This design comes from an exercise in tuning for small area and a short achievable clock period on the open sky130 flow, not from production work.
In this exercise RTL edits were held to simulation tests only and were not proved equivalent to the original.
No activity file was given, so power comes from the tool's default toggle rates.

==> design.v <==
module alu16(a, b, imm, asel, bsel, shift, op, loadc, loads, c_q, s_q, d_c, d_s);
  input [15:0] a, b;
  input [4:0] imm;
  input asel, bsel;
  input [1:0] shift, op;
  input loadc, loads;
  input [15:0] c_q;   
  input s_q;          
  output [15:0] d_c;  
  output d_s;         
  wire sub = op[0];
  wire sub_n = ~op[0];
  wire asel_n = ~asel;
  wire loadc_n = ~loadc;
  wire loads_n = ~loads;
  wire ld_arith_n = ~(loadc & ~op[1]);
  wire ld_not_n = ~(loadc & op[1] & op[0]);
  wire ld_and_n = ~(loadc & op[1] & ~op[0]);
  wire ld_arith = loads & ~op[1];
  wire ld_not = loads & op[1] & op[0];
  wire ld_and = loads & op[1] & ~op[0];
  wire [15:0] bin, ainx, pn, gn;
  wire s0_n;
  wire s1_n;
  wire sel_b0;
  wire sel_l0;
  wire sel_r0;
  wire sel_b1;
  wire sel_l1;
  wire sel_r1;
  wire s_x;
  wire sel_bs;
  wire bt0_0;
  wire bt0_1;
  wire bt0_2;
  wire bt1_0;
  wire bt1_1;
  wire bt2_0;
  wire bt2_1;
  wire bt3_0;
  wire bt3_1;
  wire bt4_0;
  wire bt4_1;
  wire bt5_0;
  wire bt5_1;
  wire bt5_2;
  wire bt6_0;
  wire bt6_1;
  wire bt6_2;
  wire bt7_0;
  wire bt7_1;
  wire bt7_2;
  wire bt8_0;
  wire bt8_1;
  wire bt8_2;
  wire bt9_0;
  wire bt9_1;
  wire bt9_2;
  wire bt10_0;
  wire bt10_1;
  wire bt10_2;
  wire bt11_0;
  wire bt11_1;
  wire bt11_2;
  wire bt12_0;
  wire bt12_1;
  wire bt12_2;
  wire bt13_0;
  wire bt13_1;
  wire bt13_2;
  wire bt14_0;
  wire bt14_1;
  wire bt14_2;
  wire bt15_0;
  wire bt15_1;
  wire an_0;
  wire an_1;
  wire an_2;
  wire an_3;
  wire an_4;
  wire an_5;
  wire an_6;
  wire an_7;
  wire an_8;
  wire an_9;
  wire an_10;
  wire an_11;
  wire an_12;
  wire an_13;
  wire an_14;
  wire an_15;
  wire g0n_0;
  wire p0n_0;
  wire g0n_1;
  wire p0n_1;
  wire g0n_2;
  wire p0n_2;
  wire g0n_3;
  wire p0n_3;
  wire g0n_4;
  wire p0n_4;
  wire g0n_5;
  wire p0n_5;
  wire g0n_6;
  wire p0n_6;
  wire g0n_7;
  wire p0n_7;
  wire g0n_8;
  wire p0n_8;
  wire g0n_9;
  wire p0n_9;
  wire g0n_10;
  wire p0n_10;
  wire g0n_11;
  wire p0n_11;
  wire g0n_12;
  wire p0n_12;
  wire g0n_13;
  wire p0n_13;
  wire g0n_14;
  wire p0n_14;
  wire g0n_15;
  wire p0n_15;
  wire g1_1;
  wire g1_3;
  wire pp1_3;
  wire g1_5;
  wire pp1_5;
  wire g1_7;
  wire pp1_7;
  wire g1_9;
  wire pp1_9;
  wire g1_11;
  wire pp1_11;
  wire g1_13;
  wire pp1_13;
  wire g1_15;
  wire pp1_15;
  wire g0n_2_i;
  wire p0n_2_i;
  wire g2_2;
  wire g2_3;
  wire g0n_6_i;
  wire p0n_6_i;
  wire g2_6;
  wire pp2_6;
  wire g2_7;
  wire pp2_7;
  wire g0n_10_i;
  wire p0n_10_i;
  wire g2_10;
  wire pp2_10;
  wire g2_11;
  wire pp2_11;
  wire g0n_14_i;
  wire p0n_14_i;
  wire g2_14;
  wire pp2_14;
  wire g2_15;
  wire pp2_15;
  wire g3_4;
  wire g1_5_i;
  wire pp1_5_i;
  wire g3_5;
  wire g3_6;
  wire g3_7;
  wire g3_12;
  wire pp3_12;
  wire g1_13_i;
  wire pp1_13_i;
  wire g3_13;
  wire pp3_13;
  wire g3_14;
  wire pp3_14;
  wire g3_15;
  wire pp3_15;
  wire g0n_8_i;
  wire p0n_8_i;
  wire g4_8;
  wire g4_9;
  wire g2_10_i;
  wire pp2_10_i;
  wire g4_10;
  wire g2_11_i;
  wire pp2_11_i;
  wire g4_11;
  wire g4_12;
  wire g4_13;
  wire g4_14;
  wire g4_15;
  wire g3_7_b;
  wire g2_3_b;
  wire q_0;
  wire sn_0;
  wire v_0;
  wire u_0;
  wire q_1;
  wire sn_1;
  wire v_1;
  wire u_1;
  wire q_2;
  wire sn_2;
  wire v_2;
  wire u_2;
  wire q_3;
  wire sn_3;
  wire v_3;
  wire u_3;
  wire q_4;
  wire sn_4;
  wire v_4;
  wire u_4;
  wire q_5;
  wire sn_5;
  wire v_5;
  wire u_5;
  wire q_6;
  wire sn_6;
  wire v_6;
  wire u_6;
  wire q_7;
  wire sn_7;
  wire v_7;
  wire u_7;
  wire q_8;
  wire sn_8;
  wire v_8;
  wire u_8;
  wire q_9;
  wire sn_9;
  wire v_9;
  wire u_9;
  wire q_10;
  wire sn_10;
  wire v_10;
  wire u_10;
  wire q_11;
  wire sn_11;
  wire v_11;
  wire u_11;
  wire q_12;
  wire sn_12;
  wire v_12;
  wire u_12;
  wire q_13;
  wire sn_13;
  wire v_13;
  wire u_13;
  wire q_14;
  wire sn_14;
  wire v_14;
  wire u_14;
  wire q_15;
  wire sn_15;
  wire v_15;
  wire u_15;
  wire k_0;
  wire e_0;
  wire k_1;
  wire e_1;
  wire k_2;
  wire e_2;
  wire k_3;
  wire e_3;
  wire k_4;
  wire e_4;
  wire k_5;
  wire e_5;
  wire k_6;
  wire e_6;
  wire k_7;
  wire e_7;
  wire k_8;
  wire e_8;
  wire k_9;
  wire e_9;
  wire k_10;
  wire e_10;
  wire k_11;
  wire e_11;
  wire k_12;
  wire e_12;
  wire k_13;
  wire e_13;
  wire k_14;
  wire e_14;
  wire k_15;
  wire e_15;
  wire za_q0;
  wire za_q1;
  wire za_q2;
  wire za_q3;
  wire za_h0;
  wire za_h1;
  wire za_n;
  wire zand_q0;
  wire zand_q1;
  wire zand_q2;
  wire zand_q3;
  wire zand_h0;
  wire zand_h1;
  wire zand_n;
  wire znot_q0;
  wire znot_q1;
  wire znot_q2;
  wire znot_q3;
  wire znot_h0;
  wire znot_h1;
  wire znot_n;
  wire hold_n;
  c_inv u1(.a(shift[0]), .y(s0_n));
  c_inv u2(.a(shift[1]), .y(s1_n));
  c_nor3 u3(.a(bsel), .b(shift[1]), .c(shift[0]), .y(sel_b0));
  c_nor3 u4(.a(bsel), .b(shift[1]), .c(s0_n), .y(sel_l0));
  c_nor2 u5(.a(bsel), .b(s1_n), .y(sel_r0));
  c_nor3 u6(.a(bsel), .b(shift[1]), .c(shift[0]), .y(sel_b1));
  c_nor3 u7(.a(bsel), .b(shift[1]), .c(s0_n), .y(sel_l1));
  c_nor2 u8(.a(bsel), .b(s1_n), .y(sel_r1));
  c_xor2 u9(.a(shift[1]), .b(shift[0]), .y(s_x));
  c_nor2 u10(.a(bsel), .b(s_x), .y(sel_bs));
  c_nand2 u11(.a(sel_b0), .b(b[0]), .y(bt0_0));
  c_nand2 u12(.a(sel_r0), .b(b[1]), .y(bt0_1));
  c_nand2 u13(.a(bsel), .b(imm[0]), .y(bt0_2));
  c_nand3 u14(.a(bt0_0), .b(bt0_1), .c(bt0_2), .y(bin[0]));
  c_aoi22 u15(.a1(sel_b0), .a2(b[1]), .b1(sel_l0), .b2(b[0]), .y(bt1_0));
  c_aoi22 u16(.a1(sel_r0), .a2(b[2]), .b1(bsel), .b2(imm[1]), .y(bt1_1));
  c_nand2 u17(.a(bt1_0), .b(bt1_1), .y(bin[1]));
  c_aoi22 u18(.a1(sel_b0), .a2(b[2]), .b1(sel_l0), .b2(b[1]), .y(bt2_0));
  c_aoi22 u19(.a1(sel_r0), .a2(b[3]), .b1(bsel), .b2(imm[2]), .y(bt2_1));
  c_nand2 u20(.a(bt2_0), .b(bt2_1), .y(bin[2]));
  c_aoi22 u21(.a1(sel_b0), .a2(b[3]), .b1(sel_l0), .b2(b[2]), .y(bt3_0));
  c_aoi22 u22(.a1(sel_r0), .a2(b[4]), .b1(bsel), .b2(imm[3]), .y(bt3_1));
  c_nand2 u23(.a(bt3_0), .b(bt3_1), .y(bin[3]));
  c_aoi22 u24(.a1(sel_b0), .a2(b[4]), .b1(sel_l0), .b2(b[3]), .y(bt4_0));
  c_aoi22 u25(.a1(sel_r0), .a2(b[5]), .b1(bsel), .b2(imm[4]), .y(bt4_1));
  c_nand2 u26(.a(bt4_0), .b(bt4_1), .y(bin[4]));
  c_nand2 u27(.a(sel_b0), .b(b[5]), .y(bt5_0));
  c_nand2 u28(.a(sel_l0), .b(b[4]), .y(bt5_1));
  c_nand2 u29(.a(sel_r0), .b(b[6]), .y(bt5_2));
  c_nand3 u30(.a(bt5_0), .b(bt5_1), .c(bt5_2), .y(bin[5]));
  c_nand2 u31(.a(sel_b0), .b(b[6]), .y(bt6_0));
  c_nand2 u32(.a(sel_l0), .b(b[5]), .y(bt6_1));
  c_nand2 u33(.a(sel_r0), .b(b[7]), .y(bt6_2));
  c_nand3 u34(.a(bt6_0), .b(bt6_1), .c(bt6_2), .y(bin[6]));
  c_nand2 u35(.a(sel_b0), .b(b[7]), .y(bt7_0));
  c_nand2 u36(.a(sel_l0), .b(b[6]), .y(bt7_1));
  c_nand2 u37(.a(sel_r0), .b(b[8]), .y(bt7_2));
  c_nand3 u38(.a(bt7_0), .b(bt7_1), .c(bt7_2), .y(bin[7]));
  c_nand2 u39(.a(sel_b1), .b(b[8]), .y(bt8_0));
  c_nand2 u40(.a(sel_l1), .b(b[7]), .y(bt8_1));
  c_nand2 u41(.a(sel_r1), .b(b[9]), .y(bt8_2));
  c_nand3 u42(.a(bt8_0), .b(bt8_1), .c(bt8_2), .y(bin[8]));
  c_nand2 u43(.a(sel_b1), .b(b[9]), .y(bt9_0));
  c_nand2 u44(.a(sel_l1), .b(b[8]), .y(bt9_1));
  c_nand2 u45(.a(sel_r1), .b(b[10]), .y(bt9_2));
  c_nand3 u46(.a(bt9_0), .b(bt9_1), .c(bt9_2), .y(bin[9]));
  c_nand2 u47(.a(sel_b1), .b(b[10]), .y(bt10_0));
  c_nand2 u48(.a(sel_l1), .b(b[9]), .y(bt10_1));
  c_nand2 u49(.a(sel_r1), .b(b[11]), .y(bt10_2));
  c_nand3 u50(.a(bt10_0), .b(bt10_1), .c(bt10_2), .y(bin[10]));
  c_nand2 u51(.a(sel_b1), .b(b[11]), .y(bt11_0));
  c_nand2 u52(.a(sel_l1), .b(b[10]), .y(bt11_1));
  c_nand2 u53(.a(sel_r1), .b(b[12]), .y(bt11_2));
  c_nand3 u54(.a(bt11_0), .b(bt11_1), .c(bt11_2), .y(bin[11]));
  c_nand2 u55(.a(sel_b1), .b(b[12]), .y(bt12_0));
  c_nand2 u56(.a(sel_l1), .b(b[11]), .y(bt12_1));
  c_nand2 u57(.a(sel_r1), .b(b[13]), .y(bt12_2));
  c_nand3 u58(.a(bt12_0), .b(bt12_1), .c(bt12_2), .y(bin[12]));
  c_nand2 u59(.a(sel_b1), .b(b[13]), .y(bt13_0));
  c_nand2 u60(.a(sel_l1), .b(b[12]), .y(bt13_1));
  c_nand2 u61(.a(sel_r1), .b(b[14]), .y(bt13_2));
  c_nand3 u62(.a(bt13_0), .b(bt13_1), .c(bt13_2), .y(bin[13]));
  c_nand2 u63(.a(sel_b1), .b(b[14]), .y(bt14_0));
  c_nand2 u64(.a(sel_l1), .b(b[13]), .y(bt14_1));
  c_nand2 u65(.a(sel_r1), .b(b[15]), .y(bt14_2));
  c_nand3 u66(.a(bt14_0), .b(bt14_1), .c(bt14_2), .y(bin[14]));
  c_nand2 u67(.a(sel_bs), .b(b[15]), .y(bt15_0));
  c_nand2 u68(.a(sel_l1), .b(b[14]), .y(bt15_1));
  c_nand2 u69(.a(bt15_0), .b(bt15_1), .y(bin[15]));
  c_nand2 u70(.a(a[0]), .b(asel_n), .y(an_0));
  c_xnor2 u71(.a(an_0), .b(sub), .y(ainx[0]));
  c_nand2 u72(.a(a[1]), .b(asel_n), .y(an_1));
  c_xnor2 u73(.a(an_1), .b(sub), .y(ainx[1]));
  c_nand2 u74(.a(a[2]), .b(asel_n), .y(an_2));
  c_xnor2 u75(.a(an_2), .b(sub), .y(ainx[2]));
  c_nand2 u76(.a(a[3]), .b(asel_n), .y(an_3));
  c_xnor2 u77(.a(an_3), .b(sub), .y(ainx[3]));
  c_nand2 u78(.a(a[4]), .b(asel_n), .y(an_4));
  c_xnor2 u79(.a(an_4), .b(sub), .y(ainx[4]));
  c_nand2 u80(.a(a[5]), .b(asel_n), .y(an_5));
  c_xnor2 u81(.a(an_5), .b(sub), .y(ainx[5]));
  c_nand2 u82(.a(a[6]), .b(asel_n), .y(an_6));
  c_xnor2 u83(.a(an_6), .b(sub), .y(ainx[6]));
  c_nand2 u84(.a(a[7]), .b(asel_n), .y(an_7));
  c_xnor2 u85(.a(an_7), .b(sub), .y(ainx[7]));
  c_nand2 u86(.a(a[8]), .b(asel_n), .y(an_8));
  c_xnor2 u87(.a(an_8), .b(sub), .y(ainx[8]));
  c_nand2 u88(.a(a[9]), .b(asel_n), .y(an_9));
  c_xnor2 u89(.a(an_9), .b(sub), .y(ainx[9]));
  c_nand2 u90(.a(a[10]), .b(asel_n), .y(an_10));
  c_xnor2 u91(.a(an_10), .b(sub), .y(ainx[10]));
  c_nand2 u92(.a(a[11]), .b(asel_n), .y(an_11));
  c_xnor2 u93(.a(an_11), .b(sub), .y(ainx[11]));
  c_nand2 u94(.a(a[12]), .b(asel_n), .y(an_12));
  c_xnor2 u95(.a(an_12), .b(sub), .y(ainx[12]));
  c_nand2 u96(.a(a[13]), .b(asel_n), .y(an_13));
  c_xnor2 u97(.a(an_13), .b(sub), .y(ainx[13]));
  c_nand2 u98(.a(a[14]), .b(asel_n), .y(an_14));
  c_xnor2 u99(.a(an_14), .b(sub), .y(ainx[14]));
  c_nand2 u100(.a(a[15]), .b(asel_n), .y(an_15));
  c_xnor2 u101(.a(an_15), .b(sub), .y(ainx[15]));
  c_nand2 u102(.a(ainx[0]), .b(bin[0]), .y(g0n_0));
  c_xnor2 u103(.a(ainx[0]), .b(bin[0]), .y(p0n_0));
  assign pn[0] = p0n_0;
  assign gn[0] = g0n_0;
  c_nand2 u104(.a(ainx[1]), .b(bin[1]), .y(g0n_1));
  c_xnor2 u105(.a(ainx[1]), .b(bin[1]), .y(p0n_1));
  assign pn[1] = p0n_1;
  assign gn[1] = g0n_1;
  c_nand2 u106(.a(ainx[2]), .b(bin[2]), .y(g0n_2));
  c_xnor2 u107(.a(ainx[2]), .b(bin[2]), .y(p0n_2));
  assign pn[2] = p0n_2;
  assign gn[2] = g0n_2;
  c_nand2 u108(.a(ainx[3]), .b(bin[3]), .y(g0n_3));
  c_xnor2 u109(.a(ainx[3]), .b(bin[3]), .y(p0n_3));
  assign pn[3] = p0n_3;
  assign gn[3] = g0n_3;
  c_nand2 u110(.a(ainx[4]), .b(bin[4]), .y(g0n_4));
  c_xnor2 u111(.a(ainx[4]), .b(bin[4]), .y(p0n_4));
  assign pn[4] = p0n_4;
  assign gn[4] = g0n_4;
  c_nand2 u112(.a(ainx[5]), .b(bin[5]), .y(g0n_5));
  c_xnor2 u113(.a(ainx[5]), .b(bin[5]), .y(p0n_5));
  assign pn[5] = p0n_5;
  assign gn[5] = g0n_5;
  c_nand2 u114(.a(ainx[6]), .b(bin[6]), .y(g0n_6));
  c_xnor2 u115(.a(ainx[6]), .b(bin[6]), .y(p0n_6));
  assign pn[6] = p0n_6;
  assign gn[6] = g0n_6;
  c_nand2 u116(.a(ainx[7]), .b(bin[7]), .y(g0n_7));
  c_xnor2 u117(.a(ainx[7]), .b(bin[7]), .y(p0n_7));
  assign pn[7] = p0n_7;
  assign gn[7] = g0n_7;
  c_nand2 u118(.a(ainx[8]), .b(bin[8]), .y(g0n_8));
  c_xnor2 u119(.a(ainx[8]), .b(bin[8]), .y(p0n_8));
  assign pn[8] = p0n_8;
  assign gn[8] = g0n_8;
  c_nand2 u120(.a(ainx[9]), .b(bin[9]), .y(g0n_9));
  c_xnor2 u121(.a(ainx[9]), .b(bin[9]), .y(p0n_9));
  assign pn[9] = p0n_9;
  assign gn[9] = g0n_9;
  c_nand2 u122(.a(ainx[10]), .b(bin[10]), .y(g0n_10));
  c_xnor2 u123(.a(ainx[10]), .b(bin[10]), .y(p0n_10));
  assign pn[10] = p0n_10;
  assign gn[10] = g0n_10;
  c_nand2 u124(.a(ainx[11]), .b(bin[11]), .y(g0n_11));
  c_xnor2 u125(.a(ainx[11]), .b(bin[11]), .y(p0n_11));
  assign pn[11] = p0n_11;
  assign gn[11] = g0n_11;
  c_nand2 u126(.a(ainx[12]), .b(bin[12]), .y(g0n_12));
  c_xnor2 u127(.a(ainx[12]), .b(bin[12]), .y(p0n_12));
  assign pn[12] = p0n_12;
  assign gn[12] = g0n_12;
  c_nand2 u128(.a(ainx[13]), .b(bin[13]), .y(g0n_13));
  c_xnor2 u129(.a(ainx[13]), .b(bin[13]), .y(p0n_13));
  assign pn[13] = p0n_13;
  assign gn[13] = g0n_13;
  c_nand2 u130(.a(ainx[14]), .b(bin[14]), .y(g0n_14));
  c_xnor2 u131(.a(ainx[14]), .b(bin[14]), .y(p0n_14));
  assign pn[14] = p0n_14;
  assign gn[14] = g0n_14;
  c_nand2 u132(.a(ainx[15]), .b(bin[15]), .y(g0n_15));
  c_xnor2 u133(.a(ainx[15]), .b(bin[15]), .y(p0n_15));
  assign pn[15] = p0n_15;
  assign gn[15] = g0n_15;
  c_oai21 u134(.a1(p0n_1), .a2(g0n_0), .b1(g0n_1), .y(g1_1));
  c_oai21 u135(.a1(p0n_3), .a2(g0n_2), .b1(g0n_3), .y(g1_3));
  c_nor2 u136(.a(p0n_3), .b(p0n_2), .y(pp1_3));
  c_oai21 u137(.a1(p0n_5), .a2(g0n_4), .b1(g0n_5), .y(g1_5));
  c_nor2 u138(.a(p0n_5), .b(p0n_4), .y(pp1_5));
  c_oai21 u139(.a1(p0n_7), .a2(g0n_6), .b1(g0n_7), .y(g1_7));
  c_nor2 u140(.a(p0n_7), .b(p0n_6), .y(pp1_7));
  c_oai21 u141(.a1(p0n_9), .a2(g0n_8), .b1(g0n_9), .y(g1_9));
  c_nor2 u142(.a(p0n_9), .b(p0n_8), .y(pp1_9));
  c_oai21 u143(.a1(p0n_11), .a2(g0n_10), .b1(g0n_11), .y(g1_11));
  c_nor2 u144(.a(p0n_11), .b(p0n_10), .y(pp1_11));
  c_oai21 u145(.a1(p0n_13), .a2(g0n_12), .b1(g0n_13), .y(g1_13));
  c_nor2 u146(.a(p0n_13), .b(p0n_12), .y(pp1_13));
  c_oai21 u147(.a1(p0n_15), .a2(g0n_14), .b1(g0n_15), .y(g1_15));
  c_nor2 u148(.a(p0n_15), .b(p0n_14), .y(pp1_15));
  c_inv u149(.a(g0n_2), .y(g0n_2_i));
  c_inv u150(.a(p0n_2), .y(p0n_2_i));
  c_aoi21 u151(.a1(p0n_2_i), .a2(g1_1), .b1(g0n_2_i), .y(g2_2));
  c_aoi21 u152(.a1(pp1_3), .a2(g1_1), .b1(g1_3), .y(g2_3));
  c_inv u153(.a(g0n_6), .y(g0n_6_i));
  c_inv u154(.a(p0n_6), .y(p0n_6_i));
  c_aoi21 u155(.a1(p0n_6_i), .a2(g1_5), .b1(g0n_6_i), .y(g2_6));
  c_nand2 u156(.a(p0n_6_i), .b(pp1_5), .y(pp2_6));
  c_aoi21 u157(.a1(pp1_7), .a2(g1_5), .b1(g1_7), .y(g2_7));
  c_nand2 u158(.a(pp1_7), .b(pp1_5), .y(pp2_7));
  c_inv u159(.a(g0n_10), .y(g0n_10_i));
  c_inv u160(.a(p0n_10), .y(p0n_10_i));
  c_aoi21 u161(.a1(p0n_10_i), .a2(g1_9), .b1(g0n_10_i), .y(g2_10));
  c_nand2 u162(.a(p0n_10_i), .b(pp1_9), .y(pp2_10));
  c_aoi21 u163(.a1(pp1_11), .a2(g1_9), .b1(g1_11), .y(g2_11));
  c_nand2 u164(.a(pp1_11), .b(pp1_9), .y(pp2_11));
  c_inv u165(.a(g0n_14), .y(g0n_14_i));
  c_inv u166(.a(p0n_14), .y(p0n_14_i));
  c_aoi21 u167(.a1(p0n_14_i), .a2(g1_13), .b1(g0n_14_i), .y(g2_14));
  c_nand2 u168(.a(p0n_14_i), .b(pp1_13), .y(pp2_14));
  c_aoi21 u169(.a1(pp1_15), .a2(g1_13), .b1(g1_15), .y(g2_15));
  c_nand2 u170(.a(pp1_15), .b(pp1_13), .y(pp2_15));
  c_oai21 u171(.a1(p0n_4), .a2(g2_3), .b1(g0n_4), .y(g3_4));
  c_inv u172(.a(g1_5), .y(g1_5_i));
  c_inv u173(.a(pp1_5), .y(pp1_5_i));
  c_oai21 u174(.a1(pp1_5_i), .a2(g2_3), .b1(g1_5_i), .y(g3_5));
  c_oai21 u175(.a1(pp2_6), .a2(g2_3_b), .b1(g2_6), .y(g3_6));
  c_oai21 u176(.a1(pp2_7), .a2(g2_3_b), .b1(g2_7), .y(g3_7));
  c_oai21 u177(.a1(p0n_12), .a2(g2_11), .b1(g0n_12), .y(g3_12));
  c_nor2 u178(.a(p0n_12), .b(pp2_11), .y(pp3_12));
  c_inv u179(.a(g1_13), .y(g1_13_i));
  c_inv u180(.a(pp1_13), .y(pp1_13_i));
  c_oai21 u181(.a1(pp1_13_i), .a2(g2_11), .b1(g1_13_i), .y(g3_13));
  c_nor2 u182(.a(pp1_13_i), .b(pp2_11), .y(pp3_13));
  c_oai21 u183(.a1(pp2_14), .a2(g2_11), .b1(g2_14), .y(g3_14));
  c_nor2 u184(.a(pp2_14), .b(pp2_11), .y(pp3_14));
  c_oai21 u185(.a1(pp2_15), .a2(g2_11), .b1(g2_15), .y(g3_15));
  c_nor2 u186(.a(pp2_15), .b(pp2_11), .y(pp3_15));
  c_inv u187(.a(g0n_8), .y(g0n_8_i));
  c_inv u188(.a(p0n_8), .y(p0n_8_i));
  c_aoi21 u189(.a1(p0n_8_i), .a2(g3_7), .b1(g0n_8_i), .y(g4_8));
  c_aoi21 u190(.a1(pp1_9), .a2(g3_7), .b1(g1_9), .y(g4_9));
  c_inv u191(.a(g2_10), .y(g2_10_i));
  c_inv u192(.a(pp2_10), .y(pp2_10_i));
  c_aoi21 u193(.a1(pp2_10_i), .a2(g3_7), .b1(g2_10_i), .y(g4_10));
  c_inv u194(.a(g2_11), .y(g2_11_i));
  c_inv u195(.a(pp2_11), .y(pp2_11_i));
  c_aoi21 u196(.a1(pp2_11_i), .a2(g3_7), .b1(g2_11_i), .y(g4_11));
  c_aoi21 u197(.a1(pp3_12), .a2(g3_7_b), .b1(g3_12), .y(g4_12));
  c_aoi21 u198(.a1(pp3_13), .a2(g3_7_b), .b1(g3_13), .y(g4_13));
  c_aoi21 u199(.a1(pp3_14), .a2(g3_7_b), .b1(g3_14), .y(g4_14));
  c_aoi21 u200(.a1(pp3_15), .a2(g3_7_b), .b1(g3_15), .y(g4_15));
  c_oai21 u201(.a1(pp2_7), .a2(g2_3), .b1(g2_7), .y(g3_7_b));
  c_aoi21 u202(.a1(pp1_3), .a2(g1_1), .b1(g1_3), .y(g2_3_b));
  c_xnor2 u203(.a(pn[0]), .b(sub), .y(q_0));
  c_inv u204(.a(q_0), .y(sn_0));
  c_o22a u205(.a1(ld_not_n), .a2(bin[0]), .b1(ld_and_n), .b2(gn[0]), .y(v_0));
  c_nand2 u206(.a(loadc_n), .b(c_q[0]), .y(u_0));
  c_o211ai u207(.a1(sn_0), .a2(ld_arith_n), .b1(u_0), .c1(v_0), .y(d_c[0]));
  c_xnor2 u208(.a(pn[1]), .b(sub), .y(q_1));
  c_xor2 u209(.a(q_1), .b(g0n_0), .y(sn_1));
  c_o22a u210(.a1(ld_not_n), .a2(bin[1]), .b1(ld_and_n), .b2(gn[1]), .y(v_1));
  c_nand2 u211(.a(loadc_n), .b(c_q[1]), .y(u_1));
  c_o211ai u212(.a1(sn_1), .a2(ld_arith_n), .b1(u_1), .c1(v_1), .y(d_c[1]));
  c_xnor2 u213(.a(pn[2]), .b(sub), .y(q_2));
  c_xnor2 u214(.a(q_2), .b(g1_1), .y(sn_2));
  c_o22a u215(.a1(ld_not_n), .a2(bin[2]), .b1(ld_and_n), .b2(gn[2]), .y(v_2));
  c_nand2 u216(.a(loadc_n), .b(c_q[2]), .y(u_2));
  c_o211ai u217(.a1(sn_2), .a2(ld_arith_n), .b1(u_2), .c1(v_2), .y(d_c[2]));
  c_xnor2 u218(.a(pn[3]), .b(sub), .y(q_3));
  c_xor2 u219(.a(q_3), .b(g2_2), .y(sn_3));
  c_o22a u220(.a1(ld_not_n), .a2(bin[3]), .b1(ld_and_n), .b2(gn[3]), .y(v_3));
  c_nand2 u221(.a(loadc_n), .b(c_q[3]), .y(u_3));
  c_o211ai u222(.a1(sn_3), .a2(ld_arith_n), .b1(u_3), .c1(v_3), .y(d_c[3]));
  c_xnor2 u223(.a(pn[4]), .b(sub), .y(q_4));
  c_xor2 u224(.a(q_4), .b(g2_3), .y(sn_4));
  c_o22a u225(.a1(ld_not_n), .a2(bin[4]), .b1(ld_and_n), .b2(gn[4]), .y(v_4));
  c_nand2 u226(.a(loadc_n), .b(c_q[4]), .y(u_4));
  c_o211ai u227(.a1(sn_4), .a2(ld_arith_n), .b1(u_4), .c1(v_4), .y(d_c[4]));
  c_xnor2 u228(.a(pn[5]), .b(sub), .y(q_5));
  c_xnor2 u229(.a(q_5), .b(g3_4), .y(sn_5));
  c_o22a u230(.a1(ld_not_n), .a2(bin[5]), .b1(ld_and_n), .b2(gn[5]), .y(v_5));
  c_nand2 u231(.a(loadc_n), .b(c_q[5]), .y(u_5));
  c_o211ai u232(.a1(sn_5), .a2(ld_arith_n), .b1(u_5), .c1(v_5), .y(d_c[5]));
  c_xnor2 u233(.a(pn[6]), .b(sub), .y(q_6));
  c_xnor2 u234(.a(q_6), .b(g3_5), .y(sn_6));
  c_o22a u235(.a1(ld_not_n), .a2(bin[6]), .b1(ld_and_n), .b2(gn[6]), .y(v_6));
  c_nand2 u236(.a(loadc_n), .b(c_q[6]), .y(u_6));
  c_o211ai u237(.a1(sn_6), .a2(ld_arith_n), .b1(u_6), .c1(v_6), .y(d_c[6]));
  c_xnor2 u238(.a(pn[7]), .b(sub), .y(q_7));
  c_xnor2 u239(.a(q_7), .b(g3_6), .y(sn_7));
  c_o22a u240(.a1(ld_not_n), .a2(bin[7]), .b1(ld_and_n), .b2(gn[7]), .y(v_7));
  c_nand2 u241(.a(loadc_n), .b(c_q[7]), .y(u_7));
  c_o211ai u242(.a1(sn_7), .a2(ld_arith_n), .b1(u_7), .c1(v_7), .y(d_c[7]));
  c_xnor2 u243(.a(pn[8]), .b(sub), .y(q_8));
  c_xnor2 u244(.a(q_8), .b(g3_7), .y(sn_8));
  c_o22a u245(.a1(ld_not_n), .a2(bin[8]), .b1(ld_and_n), .b2(gn[8]), .y(v_8));
  c_nand2 u246(.a(loadc_n), .b(c_q[8]), .y(u_8));
  c_o211ai u247(.a1(sn_8), .a2(ld_arith_n), .b1(u_8), .c1(v_8), .y(d_c[8]));
  c_xnor2 u248(.a(pn[9]), .b(sub), .y(q_9));
  c_xor2 u249(.a(q_9), .b(g4_8), .y(sn_9));
  c_o22a u250(.a1(ld_not_n), .a2(bin[9]), .b1(ld_and_n), .b2(gn[9]), .y(v_9));
  c_nand2 u251(.a(loadc_n), .b(c_q[9]), .y(u_9));
  c_o211ai u252(.a1(sn_9), .a2(ld_arith_n), .b1(u_9), .c1(v_9), .y(d_c[9]));
  c_xnor2 u253(.a(pn[10]), .b(sub), .y(q_10));
  c_xor2 u254(.a(q_10), .b(g4_9), .y(sn_10));
  c_o22a u255(.a1(ld_not_n), .a2(bin[10]), .b1(ld_and_n), .b2(gn[10]), .y(v_10));
  c_nand2 u256(.a(loadc_n), .b(c_q[10]), .y(u_10));
  c_o211ai u257(.a1(sn_10), .a2(ld_arith_n), .b1(u_10), .c1(v_10), .y(d_c[10]));
  c_xnor2 u258(.a(pn[11]), .b(sub), .y(q_11));
  c_xor2 u259(.a(q_11), .b(g4_10), .y(sn_11));
  c_o22a u260(.a1(ld_not_n), .a2(bin[11]), .b1(ld_and_n), .b2(gn[11]), .y(v_11));
  c_nand2 u261(.a(loadc_n), .b(c_q[11]), .y(u_11));
  c_o211ai u262(.a1(sn_11), .a2(ld_arith_n), .b1(u_11), .c1(v_11), .y(d_c[11]));
  c_xnor2 u263(.a(pn[12]), .b(sub), .y(q_12));
  c_xor2 u264(.a(q_12), .b(g4_11), .y(sn_12));
  c_o22a u265(.a1(ld_not_n), .a2(bin[12]), .b1(ld_and_n), .b2(gn[12]), .y(v_12));
  c_nand2 u266(.a(loadc_n), .b(c_q[12]), .y(u_12));
  c_o211ai u267(.a1(sn_12), .a2(ld_arith_n), .b1(u_12), .c1(v_12), .y(d_c[12]));
  c_xnor2 u268(.a(pn[13]), .b(sub), .y(q_13));
  c_xor2 u269(.a(q_13), .b(g4_12), .y(sn_13));
  c_o22a u270(.a1(ld_not_n), .a2(bin[13]), .b1(ld_and_n), .b2(gn[13]), .y(v_13));
  c_nand2 u271(.a(loadc_n), .b(c_q[13]), .y(u_13));
  c_o211ai u272(.a1(sn_13), .a2(ld_arith_n), .b1(u_13), .c1(v_13), .y(d_c[13]));
  c_xnor2 u273(.a(pn[14]), .b(sub), .y(q_14));
  c_xor2 u274(.a(q_14), .b(g4_13), .y(sn_14));
  c_o22a u275(.a1(ld_not_n), .a2(bin[14]), .b1(ld_and_n), .b2(gn[14]), .y(v_14));
  c_nand2 u276(.a(loadc_n), .b(c_q[14]), .y(u_14));
  c_o211ai u277(.a1(sn_14), .a2(ld_arith_n), .b1(u_14), .c1(v_14), .y(d_c[14]));
  c_xnor2 u278(.a(pn[15]), .b(sub), .y(q_15));
  c_xor2 u279(.a(q_15), .b(g4_14), .y(sn_15));
  c_o22a u280(.a1(ld_not_n), .a2(bin[15]), .b1(ld_and_n), .b2(gn[15]), .y(v_15));
  c_nand2 u281(.a(loadc_n), .b(c_q[15]), .y(u_15));
  c_o211ai u282(.a1(sn_15), .a2(ld_arith_n), .b1(u_15), .c1(v_15), .y(d_c[15]));
  assign k_0 = sub;
  c_xor2 u283(.a(pn[0]), .b(k_0), .y(e_0));
  c_nand3 u284(.a(gn[0]), .b(pn[0]), .c(sub_n), .y(k_1));
  c_xor2 u285(.a(pn[1]), .b(k_1), .y(e_1));
  c_nand3 u286(.a(gn[1]), .b(pn[1]), .c(sub_n), .y(k_2));
  c_xor2 u287(.a(pn[2]), .b(k_2), .y(e_2));
  c_nand3 u288(.a(gn[2]), .b(pn[2]), .c(sub_n), .y(k_3));
  c_xor2 u289(.a(pn[3]), .b(k_3), .y(e_3));
  c_nand3 u290(.a(gn[3]), .b(pn[3]), .c(sub_n), .y(k_4));
  c_xor2 u291(.a(pn[4]), .b(k_4), .y(e_4));
  c_nand3 u292(.a(gn[4]), .b(pn[4]), .c(sub_n), .y(k_5));
  c_xor2 u293(.a(pn[5]), .b(k_5), .y(e_5));
  c_nand3 u294(.a(gn[5]), .b(pn[5]), .c(sub_n), .y(k_6));
  c_xor2 u295(.a(pn[6]), .b(k_6), .y(e_6));
  c_nand3 u296(.a(gn[6]), .b(pn[6]), .c(sub_n), .y(k_7));
  c_xor2 u297(.a(pn[7]), .b(k_7), .y(e_7));
  c_nand3 u298(.a(gn[7]), .b(pn[7]), .c(sub_n), .y(k_8));
  c_xor2 u299(.a(pn[8]), .b(k_8), .y(e_8));
  c_nand3 u300(.a(gn[8]), .b(pn[8]), .c(sub_n), .y(k_9));
  c_xor2 u301(.a(pn[9]), .b(k_9), .y(e_9));
  c_nand3 u302(.a(gn[9]), .b(pn[9]), .c(sub_n), .y(k_10));
  c_xor2 u303(.a(pn[10]), .b(k_10), .y(e_10));
  c_nand3 u304(.a(gn[10]), .b(pn[10]), .c(sub_n), .y(k_11));
  c_xor2 u305(.a(pn[11]), .b(k_11), .y(e_11));
  c_nand3 u306(.a(gn[11]), .b(pn[11]), .c(sub_n), .y(k_12));
  c_xor2 u307(.a(pn[12]), .b(k_12), .y(e_12));
  c_nand3 u308(.a(gn[12]), .b(pn[12]), .c(sub_n), .y(k_13));
  c_xor2 u309(.a(pn[13]), .b(k_13), .y(e_13));
  c_nand3 u310(.a(gn[13]), .b(pn[13]), .c(sub_n), .y(k_14));
  c_xor2 u311(.a(pn[14]), .b(k_14), .y(e_14));
  c_nand3 u312(.a(gn[14]), .b(pn[14]), .c(sub_n), .y(k_15));
  c_xor2 u313(.a(pn[15]), .b(k_15), .y(e_15));
  c_nand4 u314(.a(e_0), .b(e_1), .c(e_2), .d(e_3), .y(za_q0));
  c_nand4 u315(.a(e_4), .b(e_5), .c(e_6), .d(e_7), .y(za_q1));
  c_nand4 u316(.a(e_8), .b(e_9), .c(e_10), .d(e_11), .y(za_q2));
  c_nand4 u317(.a(e_12), .b(e_13), .c(e_14), .d(e_15), .y(za_q3));
  c_nor2 u318(.a(za_q0), .b(za_q1), .y(za_h0));
  c_nor2 u319(.a(za_q2), .b(za_q3), .y(za_h1));
  c_nand3 u320(.a(za_h0), .b(za_h1), .c(ld_arith), .y(za_n));
  c_nand4 u321(.a(gn[0]), .b(gn[1]), .c(gn[2]), .d(gn[3]), .y(zand_q0));
  c_nand4 u322(.a(gn[4]), .b(gn[5]), .c(gn[6]), .d(gn[7]), .y(zand_q1));
  c_nand4 u323(.a(gn[8]), .b(gn[9]), .c(gn[10]), .d(gn[11]), .y(zand_q2));
  c_nand4 u324(.a(gn[12]), .b(gn[13]), .c(gn[14]), .d(gn[15]), .y(zand_q3));
  c_nor2 u325(.a(zand_q0), .b(zand_q1), .y(zand_h0));
  c_nor2 u326(.a(zand_q2), .b(zand_q3), .y(zand_h1));
  c_nand3 u327(.a(zand_h0), .b(zand_h1), .c(ld_and), .y(zand_n));
  c_nand4 u328(.a(bin[0]), .b(bin[1]), .c(bin[2]), .d(bin[3]), .y(znot_q0));
  c_nand4 u329(.a(bin[4]), .b(bin[5]), .c(bin[6]), .d(bin[7]), .y(znot_q1));
  c_nand4 u330(.a(bin[8]), .b(bin[9]), .c(bin[10]), .d(bin[11]), .y(znot_q2));
  c_nand4 u331(.a(bin[12]), .b(bin[13]), .c(bin[14]), .d(bin[15]), .y(znot_q3));
  c_nor2 u332(.a(znot_q0), .b(znot_q1), .y(znot_h0));
  c_nor2 u333(.a(znot_q2), .b(znot_q3), .y(znot_h1));
  c_nand3 u334(.a(znot_h0), .b(znot_h1), .c(ld_not), .y(znot_n));
  c_nand2 u335(.a(loads_n), .b(s_q), .y(hold_n));
  c_nand4 u336(.a(za_n), .b(zand_n), .c(znot_n), .d(hold_n), .y(d_s));
endmodule
module datapath(datapath_in, vsel, writenum, write, readnum, clk, loada, loadb, shift, asel, bsel, ALUop, loadc, loads, datapath_out, Z_out);
  input write, clk, loada, loadb, vsel, asel, bsel, loadc, loads;
  input [1:0] shift, ALUop;
  input [2:0] writenum, readnum;
  input [15:0] datapath_in;
  output [15:0] datapath_out;
  output Z_out;
  reg [15:0] R0, R1, R2, R3, R4, R5, R6, R7;
  reg [15:0] A, B, C;
  reg S;
  wire [15:0] wdata = vsel ? datapath_in : C;
  always @(posedge clk) begin
    if (write && writenum == 3'd0) R0 <= wdata;
    if (write && writenum == 3'd1) R1 <= wdata;
    if (write && writenum == 3'd2) R2 <= wdata;
    if (write && writenum == 3'd3) R3 <= wdata;
    if (write && writenum == 3'd4) R4 <= wdata;
    if (write && writenum == 3'd5) R5 <= wdata;
    if (write && writenum == 3'd6) R6 <= wdata;
    if (write && writenum == 3'd7) R7 <= wdata;
  end
  wire [7:0] rsel = 8'b1 << readnum;
  wire [15:0] rdata;
  genvar i;
  generate
    for (i = 0; i < 16; i = i + 1) begin : rd
      read_bit u(.r({R7[i], R6[i], R5[i], R4[i], R3[i], R2[i], R1[i], R0[i]}), .s(rsel), .q(rdata[i]));
    end
  endgenerate
  always @(posedge clk) begin
    if (loada) A <= rdata;
    if (loadb) B <= rdata;
  end
  wire [15:0] c_next;
  wire s_next;
  alu16 u_alu(.a(A), .b(B), .imm(datapath_in[4:0]), .asel(asel), .bsel(bsel), .shift(shift),
              .op(ALUop), .loadc(loadc), .loads(loads), .c_q(C), .s_q(S),
              .d_c(c_next), .d_s(s_next));
  always @(posedge clk) begin
    C <= c_next;
    S <= s_next;
  end
  assign datapath_out = C;
  assign Z_out = S;
endmodule
module read_bit(r, s, q);
  input [7:0] r, s;
  output q;
  assign q = |(r & s);
endmodule
module c_inv(a, y);
  input a;
  output y;
  assign y = ~a;
endmodule
module c_nand2(a, b, y);
  input a, b;
  output y;
  assign y = ~(a & b);
endmodule
module c_nand3(a, b, c, y);
  input a, b, c;
  output y;
  assign y = ~(a & b & c);
endmodule
module c_nand4(a, b, c, d, y);
  input a, b, c, d;
  output y;
  assign y = ~(a & b & c & d);
endmodule
module c_nor2(a, b, y);
  input a, b;
  output y;
  assign y = ~(a | b);
endmodule
module c_xor2(a, b, y);
  input a, b;
  output y;
  assign y = a ^ b;
endmodule
module c_xnor2(a, b, y);
  input a, b;
  output y;
  assign y = ~(a ^ b);
endmodule
module c_aoi21(a1, a2, b1, y);
  input a1, a2, b1;
  output y;
  assign y = ~((a1 & a2) | b1);
endmodule
module c_oai21(a1, a2, b1, y);
  input a1, a2, b1;
  output y;
  assign y = ~((a1 | a2) & b1);
endmodule
module c_o22a(a1, a2, b1, b2, y);
  input a1, a2, b1, b2;
  output y;
  assign y = (a1 | a2) & (b1 | b2);
endmodule
module c_nor4(a, b, c, d, y);
  input a, b, c, d;
  output y;
  assign y = ~(a | b | c | d);
endmodule
module c_aoi22(a1, a2, b1, b2, y);
  input a1, a2, b1, b2;
  output y;
  assign y = ~((a1 & a2) | (b1 & b2));
endmodule
module c_o211ai(a1, a2, b1, c1, y);
  input a1, a2, b1, c1;
  output y;
  assign y = ~((a1 | a2) & b1 & c1);
endmodule
module c_nor3(a, b, c, y);
  input a, b, c;
  output y;
  assign y = ~(a | b | c);
endmodule
==> flow/run.sh <==
#!/bin/bash
# Layout flow: the standard flow (standard.sh, unchanged synthesis) with
# smaller port buffers, smaller clock buffers and no dummy clock loads. Each tool's full output
# stays in orfs/logs/; make's own output goes to flow_make.log here.
set -euo pipefail
bash standard.sh \
  "BUFFER_PORTS_ARGS=-buffer_cell sky130_fd_sc_hd__buf_2" \
  "CTS_ARGS=-sink_clustering_enable -repair_clock_nets -dont_use_dummy_load -buf_list sky130_fd_sc_hd__clkbuf_8" \
  finish > flow_make.log 2>&1
==> standard.sh <==
#!/bin/bash
# synth_recipe.tcl (not shown) runs the flow's synth.tcl, then flattens the netlist and writes it again
# the make line also repeats each setting of config.mk as NAME=value (left out here)
make -C /OpenROAD-flow-scripts/flow DESIGN_CONFIG=/design/flow/config.mk WORK_HOME=/design/flow/orfs CLKGATE_MAP_FILE= SYNTH_SCRIPT=/design/flow/synth_recipe.tcl "${@:-finish}"
==> config.mk <==
export PLATFORM = sky130hd
export DESIGN_NAME = datapath
export DESIGN_NICKNAME = datapath
export VERILOG_FILES = /design/flow/design.v
export SDC_FILE = /design/flow/constraint.sdc
export NUM_CORES = 4
export LEC_CHECK = 0
export CAP_MARGIN = 20
export CORE_MARGIN = 2
export CORE_UTILIZATION = 65
export SETUP_SLACK_MARGIN = 2.3
export SLEW_MARGIN = 20
export SYNTH_HIERARCHICAL = 1
export SYNTH_MINIMUM_KEEP_SIZE = 0
==> constraint.sdc <==
create_clock -name core_clock -period 5.0 [get_ports {clk}]
set_input_delay 1.0000 -clock core_clock [delete_from_list [all_inputs] [get_ports {clk}]]
set_output_delay 1.0000 -clock core_clock [all_outputs]
set_load 0.01 [all_outputs]
==> results_dict.tcl, run 1 <==
set metrics [dict create \
    yosys_warnings 7 \
    report.final.slew_viol_count 0 \
    report.final.hold_viol_count 0 \
    placementRows 41 \
    achievable-frequency_mhz 374 \
    remaining_drc_errors 0 \
    syn_nets 665 \
    fp.dieW_um 117 \
    grt_start_max_net_pins 28 \
    fin_tns_setup_ps 0 \
    grt_antenna_before_repair 0 \
    detail_route.vias_per_cell 6.39 \
    worst_setup_hold_path_clk_slew_ps 60 \
    critical_path_peak_fanout 7 \
    die-area_um2 13700 \
    slew_at_the_pin_with_the_worst_max_slew_slack_ps 1100 \
    placed_cells 859 \
    grt_usage 0.281 \
    cts_tree "yes" \
    cp.required_ps 5270 \
    globalplace.congestion 0.868 \
    worst_skew_pair.late_latency_ps 440 \
    chipHeight_um 117 \
    ios 52 \
    timing.max_cap.violations 0 \
    finalNetCount 764 \
    synth_area_per_cell_um2 13.1 \
    detailedRoute.firstIterationViolations 661 \
    firstDrtPassIters 5 \
    synth_cell_type_count 32 \
    vias_in_the_first_global_route 5314 \
    final_layout_size_suffix_gt1_frac 0.304 \
    hold_slack_ps 497 \
    synth_seq_cells 177 \
    antenna_violating_nets_post_route 0 \
    criticalPathCategory "in2reg" \
    synth-async-reset-ratio 0 \
    port_buffers 51 \
    htreeDepth 4 \
    detailedPlacementHpwl_mm 12.2 \
    synth-seq-area-share 0.621 \
    vdd_ir_drop_max_uv 307 \
    max_slew_margin 0.269 \
    dpl_cell_area_um2 9040 \
    status "timing/DRC/antenna clean" \
    critPathCaptureType "register" \
    detail_route.wl_per_cell_um 21.2 \
    synth_enable_flop_cells 160 \
    vias 5748 \
    crit_arrival_ps 2940 \
    rsz_0062_raised_after_global_routing "false" \
    final_area_um2 9780 \
    post-route-min-period_ps 2670 \
    final_min_period_over_clock_period 0.535 \
    finalClockSkew_ps 30.8 \
    clock_root_cell "sky130_fd_sc_hd__clkbuf_8" \
    crit_path_start_kind "input pin" \
    place_ws_ps 1630 \
    floorplan.initialDensity 0.662 \
    wl_mm 19.1 \
    n_antenna_cell 0 \
    power.density_nw_per_um2 339 \
    cts_num_sinks 177 \
    clock_tree.buffer_depth 2 \
    fp.coreArea_um2 12500 \
    area.growth.synth_to_final_pct 18.1 \
    power_leakage_nw 3.50 \
    syn_area_um2 8280 \
    grt_remaining_overflow 0 \
    post_route_non_filler_standard_cell_count 899 \
    numCtsBuffers 17 \
    syn_inst 630 \
    final_critical_path_setup_slack_ps 2330 \
    setup_violations 0 \
    timing.hold.worst.class "reg2reg" \
    grt_pass1_wl_mm 27.9 \
    most_used_flip_flop_cell_after_synthesis "sky130_fd_sc_hd__edfxtp_1" \
]
-- through the flow --
| step | power [W] | utilization |
|---|---|---|
| floorplan | 0.00231 | - |
| global placement | 0.00249 | 0.722 |
| detailed placement | 0.00252 | 0.722 |
| CTS | 0.00323 | 0.751 |
| global route | 0.00344 | 0.781 |
| finish | 0.00331 | 0.781 |
-- cell usage after synthesis (all sizes together), types with 3 or more instances --
cell    instances  share of area
nand4          29          0.022
nor3            5         0.0054
nor2           18         0.0082
inv            25          0.011
edfxtp        160           0.58
nand3          30          0.018
nand2          94          0.043
dfxtp          17          0.041
and4b           3         0.0036
a22oi          72          0.070
mux2           16          0.026
o211ai         16          0.024
a21oi          15          0.016
and3b           4         0.0042
o21ai          15         0.0091
nor3b           3         0.0027
xnor2          53          0.056
o22a           16          0.017
xor2           27          0.029
-- logic make-up after synthesis --
| family | after synthesis | share of synthesized area |
|---|---|---|
| and+or+nand+nor | 196 | 0.117 |
| AOI/OAI and AO/OA | 134 | 0.136 |
| muxes | 16 | 0.0263 |
| DFF | 177 | 0.621 |
| xor gates and xnor gates | 80 | 0.0846 |
| buffers and inverters | 27 | 0.0151 |
-- layout make-up --
type,count,area (um2)
timing repair buffer,81,518
clock buffer,17,234
timing repair inverter,1,5.00
inverter,25,100
fill,805,2740
sequential,177,5140
tap,172,215
multi-input combinational,426,3560
-- critical path, stage by stage --
cell and delay, ps:
sky130_fd_sc_hd__buf_4 150, sky130_fd_sc_hd__inv_4 80, sky130_fd_sc_hd__nor3_4 50, sky130_fd_sc_hd__buf_12 130
sky130_fd_sc_hd__a22oi_2 150, sky130_fd_sc_hd__nand2_2 140, sky130_fd_sc_hd__xnor2_4 310, sky130_fd_sc_hd__o21ai_4 120
sky130_fd_sc_hd__a21oi_4 190, sky130_fd_sc_hd__o21ai_4 120, sky130_fd_sc_hd__buf_4 160, sky130_fd_sc_hd__xnor2_1 220
sky130_fd_sc_hd__o211ai_2 90
-- flip-flops by register name (all words and copies together) (netlist names) --
signal  cells
R4         16
B          16
C          16
R2         16
R7         16
A          16
R3         16
R6         16
R0         16
S           1
R5         16
R1         16
-- per-layer routing --
layer	wire length, um	track usage
met5	0	0
met4	416	0.101
met3	1200	0.0510
met2	9660	0.467
met1	7820	0.378
-- cells in the final DEF, fill, tap and decap left out, types with 2 or more instances in the layout --
| cell type | instances |
|---|---|
| sky130_fd_sc_hd__nand3_1 | 22 |
| sky130_fd_sc_hd__xor2_1 | 27 |
| sky130_fd_sc_hd__dfxtp_1 | 17 |
| sky130_fd_sc_hd__buf_2 | 47 |
| sky130_fd_sc_hd__nand2_2 | 9 |
| sky130_fd_sc_hd__inv_1 | 22 |
| sky130_fd_sc_hd__a22oi_1 | 64 |
| sky130_fd_sc_hd__mux2_2 | 6 |
| sky130_fd_sc_hd__mux2_4 | 10 |
| sky130_fd_sc_hd__o211ai_2 | 16 |
| sky130_fd_sc_hd__xnor2_2 | 14 |
| sky130_fd_sc_hd__nand4_1 | 29 |
| sky130_fd_sc_hd__nor2_4 | 5 |
| sky130_fd_sc_hd__nor2_1 | 11 |
| sky130_fd_sc_hd__nand3_4 | 2 |
| sky130_fd_sc_hd__and3_1 | 2 |
| sky130_fd_sc_hd__nor4bb_4 | 2 |
| sky130_fd_sc_hd__nor3b_2 | 3 |
| sky130_fd_sc_hd__clkbuf_8 | 17 |
| sky130_fd_sc_hd__and3b_1 | 4 |
| sky130_fd_sc_hd__nand3_2 | 6 |
| sky130_fd_sc_hd__a22oi_2 | 8 |
| sky130_fd_sc_hd__xnor2_1 | 32 |
| sky130_fd_sc_hd__edfxtp_1 | 160 |
| sky130_fd_sc_hd__buf_4 | 30 |
| sky130_fd_sc_hd__xnor2_4 | 7 |
| sky130_fd_sc_hd__nor3_4 | 4 |
| sky130_fd_sc_hd__a21oi_4 | 4 |
| sky130_fd_sc_hd__nand2_1 | 84 |
| sky130_fd_sc_hd__o21ai_1 | 9 |
| sky130_fd_sc_hd__buf_6 | 2 |
| sky130_fd_sc_hd__o21ai_4 | 6 |
| sky130_fd_sc_hd__and4b_1 | 3 |
| sky130_fd_sc_hd__o22a_1 | 16 |
| sky130_fd_sc_hd__nor2_2 | 2 |
| sky130_fd_sc_hd__a21oi_2 | 11 |
-- where the power goes --
part	internal [W]	total (W)	leakage, nW	switching (W)
logic	0.000323	0.000795	1.74	0.000472
registers	0.00175	0.00181	1.63	0.0000566
clock network	0.000301	0.000711	0.122	0.000410
-- Yosys stat by module, one instance, submodules excluded, excerpt --
module | area, um2 | times used
c_nor3 | 10.0 | 4
c_nor2 | 3.75 | 18
c_nand3 | 5.00 | 29
c_aoi22 | 12.5 | 8
alu16 | 55.1 | 1
c_aoi21 | 8.76 | 15
c_oai21 | 5.00 | 15
c_o211ai | 12.5 | 16
read_bit | 36.3 | 16
datapath | 5530 | 1
-- path summary, 6_finish.rpt --
check / slack, ps / end / startpoint / depth (start not counted)
max: 2330 / C[8] / shift[0] / 13
min: 500 / C[15] / C[15] / 2
max reg2reg: 2810 / C[8] / B[4] / 9
min reg2reg: 500 / C[15] / C[15] / 2
-- timing repair --
action / 4_1_cts / 5_1_grt
hold buffers: 0 / 0
pin swaps: 8 / 16
setup endpoints to repair: 11 / 11
setup buffers: 7 / 15
cloned: 0 / 1
gates resized for setup: 14 / 45
==> run 2: changes to the inputs <==
--- a/config.mk
+++ b/config.mk
@@ -8,5 +8,5 @@
 export CAP_MARGIN = 20
 export CORE_MARGIN = 2
-export CORE_UTILIZATION = 65
+export CORE_UTILIZATION = 75
 export SETUP_SLACK_MARGIN = 2.3
 export SLEW_MARGIN = 20
==> results_dict.tcl, run 2 <==
set metrics [dict create \
    post-route-min-period_ps 2870 \
    rsz_0062_raised_after_global_routing "true" \
    htreeDepth 4 \
    chipHeight_um 109 \
    vdd_ir_drop_max_uv 441 \
    total_power_w 0.00341 \
    worst_setup_hold_path_clk_slew_ps 70 \
    synth_seq_cells 177 \
    holdCritStartpoint "C[15]" \
    timing.hold.worst.class "reg2reg" \
    layout_common_cells "sky130_fd_sc_hd__edfxtp_1 (160), sky130_fd_sc_hd__nand2_1 (82), sky130_fd_sc_hd__a22oi_1 (64), sky130_fd_sc_hd__buf_2 (47), sky130_fd_sc_hd__xnor2_1 (32)" \
    yosys-mux-area-fraction 0.0263 \
    cp.required_ps 5300 \
    syn_nets 665 \
    critical_path_peak_fanout 10 \
    cts_num_sinks 177 \
    crit-reg2reg-launch "B[8]" \
    antenna_violating_nets_post_route 0 \
    crit_path_start_kind "input pin" \
    syn_inst 630 \
    grt_remaining_overflow 0 \
    detail_route.vias_per_cell 7.39 \
    grt_usage 0.365 \
    wl_mm 23.7 \
    most_used_flip_flop_cell_after_synthesis "sky130_fd_sc_hd__edfxtp_1" \
    compound_gate_fraction_of_synth_area 0.136 \
    final_min_period_over_clock_period 0.575 \
    globalplace.congestion 0.934 \
    clock_root_cell "sky130_fd_sc_hd__clkbuf_8" \
    report.final.slew_viol_count 0 \
    synth_top_area_share 0.580 \
    status "timing/DRC/antenna clean" \
    yosys.area_share.xor_xnor 0.0846 \
    synth_area_leader_cell "sky130_fd_sc_hd__edfxtp_1" \
    finalClockSkew_ps 33.2 \
    fp.dieW_um 109 \
    fp.coreArea_um2 10800 \
    die-area_um2 11900 \
    finalNetCount 760 \
    cp-startpoint "asel" \
    ios 52 \
    dpl_cell_area_um2 9000 \
    final_area_um2 9750 \
    synth-async-reset-ratio 0 \
    cts_tree "yes" \
    vias_in_the_first_global_route 5847 \
    port_buffers 51 \
    report.final.hold_viol_count 0 \
    synthSimpleGateAreaFrac 0.117 \
    area.growth.synth_to_final_pct 17.7 \
    multi_input_area_um2 3580 \
    critPathCaptureType "register" \
    detailedRoute.firstIterationViolations 963 \
    floorplan.initialDensity 0.767 \
    worst_skew_pair.late_latency_ps 460 \
    grt_pass1_wl_mm 30.9 \
    cts-hold-fix-buffers 0 \
    final-seq-area_um2 5140 \
    nFillCells 411 \
    placementRows 38 \
    remaining_drc_errors 0 \
    synth_cell_type_count 32 \
    detail_route.wl_per_cell_um 27.5 \
    synth_enable_flop_cells 160 \
    power.density_nw_per_um2 350 \
    synth_top_family_by_area "compound AO/OA/AOI/OAI gates" \
    detailedPlacementHpwl_mm 13.0 \
    final_layout_size_suffix_gt1_frac 0.303 \
    synth_area_per_cell_um2 13.1 \
    power_leakage_nw 3.49 \
    synth_commonest_cells "sky130_fd_sc_hd__edfxtp_1 (160), sky130_fd_sc_hd__nand2_1 (94), sky130_fd_sc_hd__a22oi_1 (64), sky130_fd_sc_hd__xnor2_1 (53), sky130_fd_sc_hd__nand3_1 (30)" \
    numCtsBuffers 17 \
    criticalPathCategory "in2reg" \
    post_synth_main_area_contributors "sky130_fd_sc_hd__edfxtp_1 (58%), sky130_fd_sc_hd__a22oi_1 (5.8%), sky130_fd_sc_hd__xnor2_1 (5.6%)" \
    yosys.area_share.adder 0 \
    vias 6378 \
    layout.cells.most_common "sky130_fd_sc_hd__edfxtp_1" \
    syn_area_um2 8280 \
    synth-seq-area-share 0.621 \
    clock_tree.buffer_depth 2 \
    slew_at_the_pin_with_the_worst_max_slew_slack_ps 1140 \
    fin_tns_setup_ps 0 \
    crit_arrival_ps 3170 \
    firstDrtPassIters 8 \
    timing.max_cap.violations 0 \
    n_antenna_cell 0 \
    grt_antenna_before_repair 0 \
    achievable-frequency_mhz 348 \
    grt_start_max_net_pins 28 \
    count_leader_synth "sky130_fd_sc_hd__edfxtp_1" \
    max_slew_margin 0.240 \
    yosys_warnings 7 \
    setup_violations 0 \
]
## run 2: through the flow
step / instances / util / hold slack (ps) / setup WS (ps)
after floorplan: 630 / - / 511 / 2270
after global placement: 827 / 0.834 / 464 / 1770
after detailed placement: 827 / 0.834 / 476 / 1650
after CTS: 847 / 0.867 / 489 / 2310
after global routing: 863 / 0.903 / 547 / 2110
final: 863 / 0.903 / 538 / 2130
## run 2: where the power goes
group          switching [W]  total (W)  internal, W
combinational       0.000516   0.000844     0.000328
sequential         0.0000693    0.00182      0.00175
clock               0.000449   0.000750     0.000301
total                0.00103    0.00341      0.00238
## run 2: final cells by class
type / instances / share of cell area
timing repair buffer: 78 / 0.0530
inverter: 25 / 0.0103
multi-input combinational: 426 / 0.367
sequential: 177 / 0.528
clock buffer: 17 / 0.0240
tap: 140 / 0.0180
## run 2: path summary, 6_finish.rpt
path                end  slack [ps]  depth (start not counted)
hold reg to reg   C[15]         540                          2
setup reg to reg   C[9]        2670                         10
setup / recovery   C[9]        2130                         13
hold / removal    C[15]         540                          2
## run 2: cell families (layout without fill, tap and decap cells)
logic type,count (synthesis),in the layout
AO/OA/AOI/OAI,134,134
XOR/XNOR,80,80
buffers and inverters,27,120
flip-flops,177,177
multiplexers,16,16
AND/OR/NAND/NOR,196,196
## run 2: repair_timing
action	in CTS	in global routing
setup endpoints to repair	9	10
resized for setup	16	43
setup buffers	3	16
pin swaps	8	21
endpoints found under the hold margin	0	0
## run 2: per-module statistics from Yosys, one instance, submodules excluded, excerpt
module / cells / flops+latches / cell area, um2 / times used
c_aoi21: 1 / 0 / 8.76 / 15
c_o22a: 1 / 0 / 8.76 / 16
read_bit: 5 / 0 / 36.3 / 16
c_o211ai: 1 / 0 / 12.5 / 16
c_inv: 1 / 0 / 3.75 / 21
c_aoi22: 1 / 0 / 12.5 / 8
c_xnor2: 1 / 0 / 8.76 / 53
c_nor2: 1 / 0 / 3.75 / 18
c_nor3: 1 / 0 / 10.0 / 4
c_nand3: 1 / 0 / 5.00 / 29
datapath: 211 / 177 / 5530 / 1
c_oai21: 1 / 0 / 5.00 / 15
c_nand4: 1 / 0 / 6.26 / 13
c_xor2: 1 / 0 / 8.76 / 27
## run 2: critical path: stages
cell,delay (ps)
sky130_fd_sc_hd__buf_2,110
sky130_fd_sc_hd__clkinvlp_4,100
sky130_fd_sc_hd__buf_4,190
sky130_fd_sc_hd__nand2_1,110
sky130_fd_sc_hd__xnor2_2,360
sky130_fd_sc_hd__xnor2_4,220
sky130_fd_sc_hd__nor2_2,110
sky130_fd_sc_hd__buf_4,150
sky130_fd_sc_hd__a21oi_4,190
sky130_fd_sc_hd__o21ai_4,160
sky130_fd_sc_hd__a21oi_2,180
sky130_fd_sc_hd__xor2_1,190
sky130_fd_sc_hd__o211ai_2,90
## run 2: layer usage
metal / vias up / wire length (um) / global-route usage / part of all wire
li1: 2602 / - / - / -
met1: 3079 / 7930 / 0.462 / 0.33
met2: 554 / 11700 / 0.607 / 0.49
met3: 143 / 2690 / 0.0849 / 0.11
met4: 0 / 1380 / 0.161 / 0.058
met5: - / 0 / 0 / 0
==> run 3: changes to the inputs <==
--- a/config.mk
+++ b/config.mk
@@ -8,6 +8,6 @@
 export CAP_MARGIN = 20
 export CORE_MARGIN = 2
-export CORE_UTILIZATION = 75
-export SETUP_SLACK_MARGIN = 2.3
+export CORE_UTILIZATION = 65
+export SETUP_SLACK_MARGIN = 2.6
 export SLEW_MARGIN = 20
 export SYNTH_HIERARCHICAL = 1
==> results_dict.tcl, run 3 <==
set metrics [dict create \
    status "timing/DRC/antenna clean" \
    worstPathCellList "buf_12 -> nor3_4 -> buf_12 -> nand2_1 -> nand3_4 -> xnor2_2 -> buf_4 -> nand3_1 -> xor2_1 -> nand4_1 -> nor2_2 -> nand3_1 -> nand4_1" \
    synth_enable_flop_cells 160 \
    post-route-min-period_ps 2520 \
    worst_setup_hold_path_clk_slew_ps 90 \
    timing.max_cap.violations 0 \
    area.growth.synth_to_final_pct 25.2 \
    syn_nets 665 \
    n_antenna_cell 0 \
    port_buffers 51 \
    clock_root_cell "sky130_fd_sc_hd__clkbuf_8" \
    worst_path_largest_cell_delay_ps 240 \
    power.density_nw_per_um2 333 \
    criticalPathCategory "in2reg" \
    numCtsBuffers 17 \
    synth_area_leader_cell "sky130_fd_sc_hd__edfxtp_1" \
    detailedPlacementHpwl_mm 12.7 \
    yosys_warnings 7 \
    slew_at_the_pin_with_the_worst_max_slew_slack_ps 1100 \
    detail_route.vias_per_cell 6.35 \
    die-area_um2 13700 \
    fp.dieW_um 117 \
    timing.hold.worst_path_depth 2 \
    vdd_ir_drop_max_uv 388 \
    synth_seq_cells 177 \
    htreeDepth 4 \
    place_ws_ps 1700 \
    grt_pass1_wl_mm 30.6 \
    report.final.hold_viol_count 0 \
    grt_remaining_overflow 0 \
    cp.required_ps 5360 \
    globalplace.congestion 0.870 \
    antenna_violating_nets_post_route 0 \
    dpl_cell_area_um2 9050 \
    final_min_period_over_clock_period 0.503 \
    synth_commonest_cells "sky130_fd_sc_hd__edfxtp_1 (160), sky130_fd_sc_hd__nand2_1 (94), sky130_fd_sc_hd__a22oi_1 (64), sky130_fd_sc_hd__xnor2_1 (53), sky130_fd_sc_hd__nand3_1 (30)" \
    placed_cells 859 \
    wl_mm 20.7 \
    min_to "C[15]" \
    critical_path_peak_fanout 7 \
    clock_tree.buffer_depth 2 \
    post_synth_main_area_contributors "sky130_fd_sc_hd__edfxtp_1 (58%), sky130_fd_sc_hd__a22oi_1 (5.8%), sky130_fd_sc_hd__xnor2_1 (5.6%)" \
    finalClockSkew_ps 44.5 \
    timing.hold.worst.class "reg2reg" \
    worst_skew_pair.late_latency_ps 450 \
    final_layout_size_suffix_gt1_frac 0.377 \
    synth_top_area_share 0.580 \
    synth_area_per_cell_um2 13.1 \
    cts_num_sinks 177 \
    detailedRoute.firstIterationViolations 488 \
    synth_cell_type_count 32 \
    cts-hold-fix-buffers 0 \
    report.final.slew_viol_count 0 \
    vias_in_the_first_global_route 5749 \
    crit_arrival_ps 2880 \
    setup_violations 0 \
    layout.cells.most_common "sky130_fd_sc_hd__edfxtp_1" \
    synth-seq-area-share 0.621 \
    grt_usage 0.309 \
    vias 5893 \
    max_slew_margin 0.269 \
    final_area_um2 10400 \
    r2r_slack_ps 2940 \
    cts_tree "yes" \
    fp.coreArea_um2 12500 \
    detail_route.wl_per_cell_um 22.3 \
    firstDrtPassIters 5 \
    count_leader_synth "sky130_fd_sc_hd__edfxtp_1" \
    grt_antenna_before_repair 0 \
    layout_common_cells "sky130_fd_sc_hd__edfxtp_1 (160), sky130_fd_sc_hd__nand2_1 (71), sky130_fd_sc_hd__a22oi_1 (64), sky130_fd_sc_hd__buf_4 (53), sky130_fd_sc_hd__buf_2 (46)" \
    nFillCells 703 \
    critical_path.reg2reg.endpoint "S" \
    achievable-frequency_mhz 397 \
    crit_path_start_kind "input pin" \
    remaining_drc_errors 0 \
    critPathCaptureType "register" \
    syn_inst 630 \
    grt_start_max_net_pins 24 \
    chipHeight_um 117 \
    power_leakage_nw 3.80 \
    floorplan.initialDensity 0.662 \
    placementRows 41 \
    critical_path.slowest_cell "sky130_fd_sc_hd__nor3_4" \
    finalNetCount 793 \
    most_used_flip_flop_cell_after_synthesis "sky130_fd_sc_hd__edfxtp_1" \
    rsz_0062_raised_after_global_routing "true" \
    crit-reg2reg-launch "B[8]" \
    ios 52 \
    fin_tns_setup_ps 0 \
    reg2reg_depth 9 \
    final_critical_path_setup_slack_ps 2480 \
    syn_area_um2 8280 \
    holdCritStartpoint "C[15]" \
    post_route_non_filler_standard_cell_count 928 \
    synth-async-reset-ratio 0 \
]
run 3: changes by cell type in the layout (fill, tap and decap cells not counted), sizes merged:
| cell | before | now |
|---|---|---|
| clkinvlp | 1 | 2 |
| buf | 77 | 110 |
| clkbuf | 18 | 17 |
run 3: repair_timing:
item | CTS | global route
resized for setup | 78 | 41
pin swaps | 35 | 45
buffers inserted | 32 | 18
gates cloned | 2 | 0
endpoints found under the setup margin | 17 | 17
run 3: kinds of logic (layout without fill, tap and decap cells):
logic type	after synthesis	count (layout)	synth area share
muxes	16	16	0.0263
and+or+nand+nor	196	196	0.117
xor gates and xnor gates	80	80	0.0846
DFF	177	177	0.621
buffers and inverters	27	153	0.0151
AOI/OAI and AO/OA	134	134	0.136
run 3: stage by stage:
stage,hold slack (ps),util,power [W]
after floorplan,511,-,0.00232
after global placement,466,0.723,0.00250
after detailed placement,474,0.723,0.00252
after CTS,490,0.800,0.00337
after global routing,524,0.828,0.00358
final,505,0.828,0.00346
run 3: Yosys stat by module (local to each module, per instance), excerpt:
module    times used  cells inside
datapath           1           211
read_bit          16             5
c_o211ai          16             1
c_aoi22            8             1
c_xnor2           53             1
c_aoi21           15             1
c_nand2           94             1
run 3: cell type report:
class / instances / area (um2) / area share
flip-flops and latches: 177 / 5140 / 0.496
multi-input cells: 426 / 3820 / 0.369
repair buffers: 110 / 841 / 0.0811
clock buffers: 17 / 234 / 0.0226
well taps: 172 / 215 / 0.0208
inverters: 25 / 105 / 0.0101
repair inverters: 1 / 5.00 / 0.000483
run 3: where the power goes:
part,switching [W],internal (W),total [W]
Clock,0.000428,0.000301,0.000729
Combinational,0.000515,0.000400,0.000916
Sequential,0.0000620,0.00175,0.00181
Total,0.00101,0.00245,0.00346
run 3: layer usage:
layer | global-route usage | part of all wire
met2 | 0.523 | 0.52
met4 | 0.108 | 0.021
met3 | 0.0602 | 0.063
met5 | 0 | 0
met1 | 0.404 | 0.40
run 3: worst max-delay path, delay by kind of cell:
family	cells	cell delay, ps
simple gates	8	1030
buf+inv	3	470
xor+xnor	2	370
run 3: worst max-delay path by stage:
stage	startpoint	end	slack, ps	cells past startpoint
floorplan	shift[0]	C[13]	2280	10
global placement	shift[1]	C[15]	1750	12
detailed placement	shift[1]	C[15]	1700	12
CTS	shift[0]	C[9]	2560	12
global route	shift[1]	C[13]	2440	12
finish	shift[1]	S	2480	13

separate check: timing with driven ports:
The flow's constraints put no driver on any port. The routed layouts listed below were extracted and timed again, unchanged, in two steps.
Step 1 (the two cells are an assumption about what drives the block):
set clk [get_ports {clk}]
set_driving_cell -lib_cell sky130_fd_sc_hd__clkbuf_16 $clk
set_driving_cell -lib_cell sky130_fd_sc_hd__buf_2 [delete_from_list [all_inputs] $clk]
Step 2 also shifts input and output timing later by t, the mid clock arrival at the registers, as if the neighbouring blocks saw the same clock.
a / b / c = ideal / step 1 / step 2; a / b = the first two.
run | t (ns) | slack for setup (ns) | hold slack, ns | cell pins on the clock port's net
run 1 | 0.467 | 2.326 / 2.311 / 1.845 | 0.497 / 0.497 / 0.497 | 1
run 2 | 0.481 | 2.127 / 2.143 / 1.663 | 0.538 / 0.538 / 0.538 | 1
run 3 | 0.471 | 2.484 / 2.471 / 2.000 | 0.505 / 0.505 / 0.505 | 1
After both steps every run listed still meets setup and hold. The setup slack of run 3, which loses most, moves by -0.013 ns with the drivers and by -0.484 ns with both steps.
